Source: an optimization exercise on an open RTL-to-GDS flow (aim: small area, a short achievable clock period and few clock cycles). Production flows keep margins and buffers that such runs may drop. The RTL was checked by simulation tests, not by an equivalence proof against the original design. Power and IR drop assume default switching activity.

==> flow/design.v (excerpt) <==
module top_fsm(
        input clk,
        input rst_n,
        input        ram_in_we,
        input [4 :0] ram_in_addr_wr,
        input [7 :0] ram_in_data_wr,
        input [3 :0] ram_out_addr_rd,
        output [15:0] ram_out_data_rd,
        input opmode_in,
        output reg done_out
);
Settings: LEC_CHECK=0, CAP_MARGIN=20, CORE_MARGIN=2, CORE_UTILIZATION=60, CTS_BUF_LIST=sky130_fd_sc_hd__clkbuf_4 sky130_fd_sc_hd__clkbuf_8, SETUP_SLACK_MARGIN=1.5, SLEW_MARGIN=20; clock period 4.5 ns.
run.sh (not shown) runs the stock make flow with config.mk's settings and CLKGATE_MAP_FILE= SYNTH_SCRIPT=/design/flow/synth_recipe.tcl, a recipe that flattens the netlist after the stock synthesis.
Testbench counts at the start, summed over its fixed seeds: cycles 5,207.
==> next run, changes <==
--- a/flow/config.mk
+++ b/flow/config.mk
@@ -10,3 +10 @@
-export CORE_UTILIZATION = 60
-export CTS_BUF_LIST = sky130_fd_sc_hd__clkbuf_4 sky130_fd_sc_hd__clkbuf_8
-export SETUP_SLACK_MARGIN = 1.5
+export CORE_UTILIZATION = 40
=>
- synthesized area stays the same
- worst setup slack loses 1.0 ns
- cell count rose by 8.5%
- utilization fell by 26 points
- combinational power fell by 18%
- design area fell by about 3.4%

---

Another version of the RTL of top_fsm (not shown whole).
Size: roughly 830 cells after synthesis, about 510 flip-flops, about 38 I/O pins, ~0.018 mm^2 of cells after synthesis.
Settings: LEC_CHECK=0, CAP_MARGIN=20, CORE_MARGIN=2, CORE_UTILIZATION=78, CTS_CLUSTER_DIAMETER=80, CTS_CLUSTER_SIZE=30, SETUP_SLACK_MARGIN=1.8, SLEW_MARGIN=20, SYNTH_HIERARCHICAL=1; clock period 4.5 ns.
standard.sh (not shown) runs the stock make flow with config.mk's settings and CLKGATE_MAP_FILE= SYNTH_SCRIPT=/design/flow/synth_recipe.tcl, a recipe that flattens the netlist after the stock synthesis.
==> flow/flow/run.sh <==
#!/bin/bash
# The standard layout (standard synthesis included), with one extra step
# after floorplan (flow/downsize.tcl): every logic cell starts from the
# smallest size of its function before placement and timing repair, and
# the ports are buffered with buf_2 cells.
# Make's full output goes to flow_make.log; each step's own log is under
# orfs/logs.
set -euo pipefail
W=$(pwd)
bash standard.sh POST_FLOORPLAN_TCL="$W/flow/downsize.tcl" BUFFER_PORTS_ARGS="-buffer_cell sky130_fd_sc_hd__buf_2" finish > "$W/flow_make.log" 2>&1
==> flow/flow/downsize.tcl <==
# After floorplan: move every logic cell (not the flip-flops) to the
# smallest-area cell of the same function, so that the timing repair that
# follows starts from minimum sizes and upsizes only where timing needs it.
set n 0
set saved 0.0
foreach inst [get_cells *] {
  set master [get_property $inst ref_name]
  if {[string match "*df*" $master]} continue
  if {![regexp {^(sky130_fd_sc_hd__[a-z0-9]+)_([0-9]+)$} $master -> base drv]} continue
  set a0 [get_property [get_lib_cells $master] area]
  set best $master
  set besta $a0
  foreach lc [get_lib_cells ${base}_*] {
    set c [get_name $lc]
    if {![regexp "^${base}_\[0-9\]+\$" $c]} continue
    set a [get_property $lc area]
    if {$a < $besta} { set besta $a; set best $c }
  }
  if {$best ne $master} {
    replace_cell [get_full_name $inst] $best
    incr n
    set saved [expr {$saved + $a0 - $besta}]
  }
}
puts "downsize: $n cells moved to their smallest size, [format %.1f $saved] um2"
Testbench counts at the start, summed over its fixed seeds: cycles 5,207.
Next try:
- CORE_UTILIZATION: 78 -> 75
- SETUP_SLACK_MARGIN: 1.8 -> 1.2
After rerunning: The changed run finished clean; combinational power decreases by about a fifth; cell count increases slightly; wire length decreases by a little under a tenth; total power decreases slightly; sequential power stays flat; maximum frequency decreases slightly; hold slack hardly moves; first-iteration DRC count decreases by about a fifth; die area increases by a few percent.

---

top_fsm with an RTL version that a note above also has.
Size: about 910 cells after synthesis, roughly 510 flip-flops.
make LEC_CHECK=0 CAP_MARGIN=20 CORE_MARGIN=2 CORE_UTILIZATION=60 CTS_CLUSTER_DIAMETER=60 CTS_CLUSTER_SIZE=24 SETUP_SLACK_MARGIN=1.5 SLEW_MARGIN=20 finish   # period 4.5 ns
run.sh (not shown) runs the stock make flow with config.mk's settings and CLKGATE_MAP_FILE= SYNTH_SCRIPT=/design/flow/synth_recipe.tcl, a recipe that flattens the netlist after the stock synthesis.
Stock flow here: none of the scripts above is used.
Testbench counts at the start, summed over its fixed seeds: cycles 5,207.
Rerun with:
ABC_CLOCK_PERIOD_IN_PS = 1000   (was not set)
CTS_CLUSTER_DIAMETER = not set   (was 60)
CTS_CLUSTER_SIZE = not set   (was 24)
SETUP_SLACK_MARGIN = 2.5   (was 1.5)
Result: Non-clock buffer count came out higher by 38; core utilization climbs by 4.5 points; synthesized area stays the same; design area is higher by 6.2%; worst setup slack degrades by 0.015 ns; register-to-register slack stays flat.
Rerun with:
ABC_CLOCK_PERIOD_IN_PS = not set   (was 1000)
CORE_UTILIZATION = 40   (was 60)
SETUP_SLACK_MARGIN = 1.5   (was 2.5)
Result:
- combinational power is lower by 15%
- setup slack gets worse by 0.0095 ns
- via count is lower by 5.9%
- clock-buffer cell count stays the same
- die area is higher by 49%
- global-route usage is lower by 11 points
- worst hold slack hardly moves
- fmax barely changes

==> separate check: timing with driven ports <==
How much do the figures lean on ideal ports? The routed layouts below were timed once more, with nothing changed but the port constraints. Step 1 sets driving cells, clkbuf_16 on the clock port and buf_2 on the other inputs (assumed; they add their load-dependent delay and slew). Step 2 times the ports against the registers' clock, not the clock port: input delays grow and output delays shrink by t, the midpoint of the rising clock arrivals with the driver on. a / b / c = ideal / step 1 / step 2; a / b = the first two.
run	t, ns	setup WS [ns]	worst register clock-pin slew, ns	worst slew at a driven data input, ns	pins driven straight from the clock port
the first run of note 1	0.632	1.144 / 1.096 / 1.096	0.06 / 0.06	0.10	1
the second run of note 1	0.603	0.149 / 0.126 / 0.126	0.07 / 0.07	0.05	1
the first run of note 2	0.580	1.277 / 1.226 / 1.226	0.11 / 0.11	0.07	1
the second run of note 2	0.583	1.254 / 1.228 / 1.228	0.11 / 0.11	0.05	1
the first run of note 3	0.581	1.156 / 1.102 / 1.102	0.09 / 0.09	0.07	1
the second run of note 3	0.603	1.140 / 1.083 / 1.083	0.06 / 0.06	0.08	1
the third run of note 3	0.605	1.131 / 1.060 / 1.060	0.07 / 0.07	0.20	1
After both steps setup and hold are still met in every run listed. For the third run of note 3, which loses most, drivers alone change the setup slack by -0.071 ns; drivers and shift together by -0.071 ns.
